Background: an optimization exercise with open tools, aiming at small area, a short achievable clock period and few clock cycles. Do not read the settings as production practice. Where RTL was checked, it was by simulation tests only, not by an equivalence proof against the original. The flow treats the clock pin as an ideal source, which a real chip does not have. No activity file was given, so power comes from the tool's default toggle rates.

Setup of the baseline:
==> module LZ77_Encoder, before the edit <==
module LZ77_Encoder(clk,reset,chardata,valid,encode,finish,offset,match_len,char_nxt);
input 				clk;
input 				reset;
input 		[7:0] 	chardata;
output  	reg  valid;
output  			encode;
output  	reg	finish;
output  	reg [4:0] 	offset;
output  		[4:0] 	match_len;
output  		[7:0] 	char_nxt;
reg		[4*31-1:0]	hist;
reg		[29:0]		alive;
reg		[4:0]		len;
reg					fresh;	 
reg					full;	 
reg		[9:0]		cnt;	 
assign	encode = 1'b1;
assign	match_len = len;
assign	char_nxt = {2'b00, finish, 1'b0, hist[7:4]};
wire		run = ~cnt[9];
wire		eob = cnt[9] & ~|cnt[8:0];
reg		[29:0]		hv;
reg		[29:0]		m;
integer i;
always @(*)
begin
	for (i = 0; i < 30; i = i + 1)
	begin
		hv[i] = (|cnt[8:5]) | (cnt[4:0] > i);
		m[i] = (hist[4*(i+1) +: 4] == hist[3:0]);
	end
end
wire			go = run & ~full;
wire	[29:0]	a = (fresh ? hv : alive) & m & {30{go}};
wire			emit = ~|a;
wire	[4:0]	cur = fresh ? 5'd0 : len;
reg		[4:0]	best;
always @(*)
begin
	best = 5'd0;
	for (i = 0; i < 30; i = i + 1)
		if (alive[i]) best = i;
end
always @(posedge clk or posedge reset)
begin
	if (reset)
	begin
		cnt <= 10'h3ff;
		valid <= 1'b0;
		finish <= 1'b0;
	end
	else
	begin
		cnt <= cnt + 10'd1;
		valid <= ~finish & (eob | (run & emit));
		finish <= finish | eob;
	end
end
always @(posedge clk)
begin
	hist <= {hist[4*30-1:0], (cnt == 10'd511) ? 4'h4 : chardata[3:0]};
	alive <= a;
	len <= emit ? cur : cur + 5'd1;
	fresh <= emit;
	full <= ~emit & (cur == 5'd23);
	offset <= fresh ? 5'd0 : best;
end
endmodule
Settings: LEC_CHECK=0, ABC_AREA=1, CAP_MARGIN=20, CORE_MARGIN=2, CORE_UTILIZATION=50, SLEW_MARGIN=20; clock period 10.0 ns.
standard.sh (not shown) runs the stock make flow with config.mk's settings and CLKGATE_MAP_FILE= SYNTH_SCRIPT=/design/flow/synth_recipe.tcl, a recipe that flattens the netlist after the stock synthesis.
==> flow/flow/run.sh <==
#!/bin/bash
# Standard ORFS layout, with buf_4 port buffers and repair_timing aiming at
# a setup slack of 6.9 ns (the design's natural period is far below the 10 ns clock).
set -euo pipefail
export BUFFER_PORTS_ARGS="-buffer_cell sky130_fd_sc_hd__buf_2"
export SETUP_SLACK_MARGIN=6.9
export CTS_ARGS="-sink_clustering_enable -repair_clock_nets -dont_use_dummy_load -buf_list sky130_fd_sc_hd__clkbuf_8 -sink_clustering_size 30"
export POST_FLOORPLAN_TCL=$PWD/flow/restructure.tcl RMP_LIB=$FLOW_HOME/platforms/sky130hd/lib/sky130_fd_sc_hd__tt_025C_1v80.lib
export POST_CTS_TCL=$PWD/flow/clkinv.tcl CLKINV_ROOT=sky130_fd_sc_hd__clkinv_16 CLKINV_LEAF=sky130_fd_sc_hd__clkinv_4 CLKINV_MARGIN=7.2
bash standard.sh finish > orfs_make.log 2>&1
Other scripts of this flow, unchanged in this note and not shown: flow/flow/clkinv.tcl, flow/flow/downsize.tcl, flow/flow/restructure.tcl
Every stage of the flow completed for the baseline, and the final layout passed the timing, DRC and antenna checks.
Testbench counts of the baseline, summed over its fixed seeds: cycles 16,448.
### the baseline -> the candidate
==> flow/design.v <==
module LZ77_Encoder(clk,reset,chardata,valid,encode,finish,offset,match_len,char_nxt);
input 				clk;
input 				reset;
input 		[7:0] 	chardata;
output  	reg  valid;
output  			encode;
output  	reg	finish;
output  	reg [4:0] 	offset;
output  	reg [4:0] 	match_len;
output  		[7:0] 	char_nxt;
reg		[4*31-1:0]	hist;
reg		[29:0]		alive;
reg		[4:0]		len;
reg					fresh;	 
reg					full;	 
reg		[9:0]		cnt;	 
reg					late;	 
assign	encode = 1'b1;
assign	char_nxt = {2'b00, finish, 1'b0, hist[7:4]};
wire		run = ~cnt[9];
wire		eob = cnt[9] & ~|cnt[8:0];
reg		[29:0]		hv;
reg		[29:0]		m;
integer i;
always @(*)
begin
	for (i = 0; i < 30; i = i + 1)
	begin
		hv[i] = late | (cnt[4:0] > i);
		m[i] = (hist[4*(i+1) +: 4] == hist[3:0]);
	end
end
wire			go = run & (fresh | ~full);
wire	[29:0]	a = (fresh ? hv : alive) & m & {30{go}};
wire			emit = ~|a;
wire	[4:0]	cur = fresh ? 5'd0 : len;
reg		[4:0]	best;
always @(*)
begin
	best = 5'd0;
	for (i = 0; i < 30; i = i + 1)
		if (alive[i]) best = i;
end
always @(posedge clk or posedge reset)
begin
	if (reset)
	begin
		cnt <= 10'h3ff;
		late <= 1'b0;
		valid <= 1'b0;
		finish <= 1'b0;
	end
	else
	begin
		cnt <= cnt + 10'd1;
		late <= run & (late | (&cnt[4:0]));
		valid <= ~finish & (eob | (run & emit));
		finish <= finish | eob;
	end
end
always @(posedge clk)
begin
	hist <= {hist[4*30-1:0], (cnt == 10'd511) ? 4'h4 : chardata[3:0]};
	alive <= a;
	len <= cur + 5'd1;	 
	match_len <= cur;
	fresh <= emit;
	full <= (cur == 5'd23);
	offset <= best;	 
end
endmodule
[summary]
Every stage of the flow completed for the candidate, and the final layout passed the timing, DRC and antenna checks. In the candidate the sequential power share turned out 3.1 points higher than in the baseline. NOTE: placed cell count in the candidate exceeds that of the baseline. Global-route usage: the candidate vs the baseline down 1.8 points. The candidate: worst setup slack before clock tree synthesis 0.56 ns above the baseline. On hold slack, the baseline and the candidate are neck and neck. When the final numbers for the baseline and the candidate were put side by side, the area added between synthesis and finish turned out to be smaller in the candidate. The candidate vs. the baseline: number of sequential cells higher, total power consumption of the routed design lower.
Testbench counts of the candidate, summed over its fixed seeds: cycles 16,448.

========
beta:
Another version of the RTL of LZ77_Encoder (not shown whole).
For scale: roughly 710 cells after synthesis, ~180 flip-flops, ~31 I/O pins.
==> module LZ77_Encoder, before the edit <==
module LZ77_Encoder(clk,reset,chardata,valid,encode,finish,offset,match_len,char_nxt);
input 				clk;
input 				reset;
input 		[7:0] 	chardata;
output  	reg  valid;
output  			encode;
output  	reg	finish;
output  	reg [4:0] 	offset;
output  	reg [4:0] 	match_len;
output  		[7:0] 	char_nxt;
reg		[4*31-1:0]	hist;
reg		[29:0]		alive;
reg		[4:0]		len;
reg					fresh;	 
reg					full;	 
reg		[9:0]		ncnt;	 
wire	[9:0]		cnt = ~ncnt;	 
reg					late;	 
assign	encode = 1'b1;
assign	char_nxt = {2'b00, finish, 1'b0, hist[7:4]};
wire		run = ~cnt[9];
wire		eob = cnt[9] & ~|cnt[8:0];
reg		[29:0]		hv;
reg		[29:0]		m;
integer i;
always @(*)
begin
	for (i = 0; i < 30; i = i + 1)
	begin
		hv[i] = late | (cnt[4:0] > i);
		m[i] = (hist[4*(i+1) +: 4] == hist[3:0]);
	end
end
wire			go = run & (fresh | ~full);
wire	[29:0]	a = (fresh ? hv : alive) & m;
wire			emit = ~go | ~|a;
wire	[4:0]	cur = fresh ? 5'd0 : len;
reg		[4:0]	best;
always @(*)
begin
	best = 5'd0;
	for (i = 0; i < 30; i = i + 1)
		if (alive[i]) best = i;
end
always @(posedge clk or posedge reset)
begin
	if (reset)
	begin
		ncnt <= 10'h000;
		late <= 1'b0;
		valid <= 1'b0;
		finish <= 1'b0;
	end
	else
	begin
		ncnt <= ncnt - 10'd1;
		late <= run & (late | (&cnt[4:0]));
		valid <= ~finish & (eob | (run & emit));
		finish <= finish | eob;
	end
end
always @(posedge clk)
begin
	hist <= {hist[4*30-1:0], (cnt == 10'd511) ? 4'h4 : chardata[3:0]};
	alive <= a;
	len <= cur + 5'd1;	 
	match_len <= cur;
	fresh <= emit;
	full <= (cur == 5'd23);
	offset <= fresh ? 5'd0 : best;
end
endmodule
export LEC_CHECK = 0
export ABC_AREA = 1
export CAP_MARGIN = 20
export CORE_MARGIN = 2
export CORE_UTILIZATION = 50
export SLEW_MARGIN = 20
create_clock -name core_clock -period 10.0 [get_ports {clk}]
==> flow/flow/run.sh <==
#!/bin/bash
# Standard ORFS layout, with buf_4 port buffers and repair_timing aiming at
# a setup slack of 6.9 ns (the design's natural period is far below the 10 ns clock).
set -euo pipefail
export BUFFER_PORTS_ARGS="-buffer_cell sky130_fd_sc_hd__buf_2"
export SETUP_SLACK_MARGIN=6.9
export CTS_ARGS="-sink_clustering_enable -repair_clock_nets -dont_use_dummy_load -buf_list sky130_fd_sc_hd__clkbuf_8 -sink_clustering_size 30"
export POST_FLOORPLAN_TCL=$PWD/flow/restructure.tcl RMP_LIB=$FLOW_HOME/platforms/sky130hd/lib/sky130_fd_sc_hd__tt_025C_1v80.lib
export POST_CTS_TCL=$PWD/flow/clkinv.tcl CLKINV_ROOT=sky130_fd_sc_hd__clkinv_16 CLKINV_LEAF=sky130_fd_sc_hd__clkinv_4 CLKINV_MARGIN=7.15
bash standard.sh cts > orfs_make.log 2>&1
# after the clock tree is rebuilt, repair against the faster clock
export SETUP_SLACK_MARGIN=7.15
bash standard.sh finish > orfs_make2.log 2>&1
Other scripts of this flow, unchanged in this note and not shown: flow/flow/clkinv.tcl, flow/flow/downsize.tcl, flow/flow/restructure.tcl
beta: done, clean on timing, DRC and antenna
Setup changes, beta to epsilon
==> flow/design.v <==
module LZ77_Encoder(clk,reset,chardata,valid,encode,finish,offset,match_len,char_nxt);
input 				clk;
input 				reset;
input 		[7:0] 	chardata;
output  	reg  valid;
output  			encode;
output  	reg	finish;
output  	reg [4:0] 	offset;
output  	reg [4:0] 	match_len;
output  		[7:0] 	char_nxt;
reg		[4*31-1:0]	hist;
reg		[29:0]		alive;
reg		[4:0]		len;
reg					fresh;	 
reg					full;	 
reg		[9:5]		cnt;
reg		[2:0]		tl;
reg		[6:0]		th;
reg					late;	 
assign	encode = 1'b1;
assign	char_nxt = {2'b00, finish, 1'b0, hist[7:4]};
wire		lo_max = tl[2];				 
wire		low_max = tl[2] & th[6];	 
wire		low_zero = ~tl[0] & ~th[0];	 
wire		run = ~cnt[9];
wire		eob = cnt[9] & ~|cnt[8:5] & low_zero;
wire		last = ~cnt[9] & (&cnt[8:5]) & low_max;	 
wire	[3:0]	nxt = last ? 4'h4 : chardata[3:0];
reg		[29:0]		hv;
reg		[29:0]		m;
integer i;
always @(*)
begin
	for (i = 0; i < 30; i = i + 1)
	begin
		hv[i] = late | ((i / 4 < 7) ? th[i / 4] : 1'b0)
			| (((i / 4 == 0) ? 1'b1 : th[(i / 4) - 1]) & ((i % 4 < 3) ? tl[i % 4] : 1'b0));
		m[i] = (hist[4*(i+1) +: 4] == hist[3:0]);
	end
end
wire			go = run & (fresh | ~full);
wire	[29:0]	a = (fresh ? hv : alive) & m & {30{go}};
wire			emit = ~|a;
wire	[4:0]	cur = fresh ? 5'd0 : len;
reg		[4:0]	best;
always @(*)
begin
	best = 5'd0;
	for (i = 0; i < 30; i = i + 1)
		if (alive[i]) best = i;
end
always @(posedge clk or posedge reset)
begin
	if (reset)
	begin
		cnt <= 5'h1f;
		tl <= 3'b111;
		th <= 7'h7f;
		late <= 1'b0;
		valid <= 1'b0;
		finish <= 1'b0;
	end
	else
	begin
		tl <= lo_max ? 3'b000 : {tl[1:0], 1'b1};
		if (lo_max)
			th <= th[6] ? 7'h00 : {th[5:0], 1'b1};
		if (low_max)
			cnt <= cnt + 5'd1;
		late <= run & (late | low_max);
		valid <= ~finish & (eob | (run & emit));
		finish <= finish | eob;
	end
end
always @(posedge clk)
begin
	hist <= {hist[4*30-1:0], nxt};
	alive <= a;
	len <= cur + 5'd1;	 
	match_len <= cur;
	fresh <= emit;
	full <= (cur == 5'd23);
	offset <= best;	 
end
endmodule
[summary]
- Sort epsilon and beta by adder and majority cell fraction of the synthesized area desc -> top: beta
- epsilon reports a higher total via count after detailed routing than beta does.
- On met1 wire length, the lower figure sits with beta, not epsilon.
- Re layout overhead on the synthesized area: epsilon is 1.6 points up on beta.
- Going from beta to epsilon, the combinational fraction of design power was found to have gone down by 1.5 points.
- Compared with beta, in epsilon proportion of register bits with asynchronous set or reset after synthesis rose by 2.5 points; total length of routed wires rose by 4.4%.
- Sort epsilon and beta by total power, descending, and epsilon comes first.
- Looking only at design internal power, and setting everything else aside, the higher value of epsilon and beta goes to epsilon.
- Worst setup slack | epsilon above beta
No functional check of the RTL was part of any run of this note.

==> re-timing with driven ports <==
How much do the figures lean on ideal ports? The routed layouts below were timed once more, with nothing changed but the port constraints.
Step 1 (the two cells are an assumption about what drives the block):
set clk [get_ports {clk}]
set_driving_cell -lib_cell sky130_fd_sc_hd__clkbuf_16 $clk
set_driving_cell -lib_cell sky130_fd_sc_hd__buf_2 [delete_from_list [all_inputs] $clk]
Step 2 moves the port delays by t, midway between the first and last clock arrival at a register: inputs arrive t later, outputs are due t later. That takes back most of the time a late clock gives input paths.
Three values: ideal, step 1, step 2; two values: the first two.
| run | t (ns) | setup WS [ns] | worst hold slack (ns) |
|---|---|---|---|
| the baseline | 0.312 | 6.784 / 6.783 / 6.783 | 0.354 / 0.354 / 0.354 |
| the candidate | 0.314 | 7.164 / 7.141 / 7.164 | 0.351 / 0.351 / 0.351 |
| beta | 0.317 | 7.178 / 7.104 / 7.276 | 0.342 / 0.342 / 0.342 |
| epsilon | 0.309 | 7.196 / 7.122 / 7.241 | 0.348 / 0.348 / 0.348 |
After both steps setup and hold are still met in every run listed. The setup slack of the baseline, which loses most, moves by -0.001 ns with the drivers and by -0.001 ns with both steps.
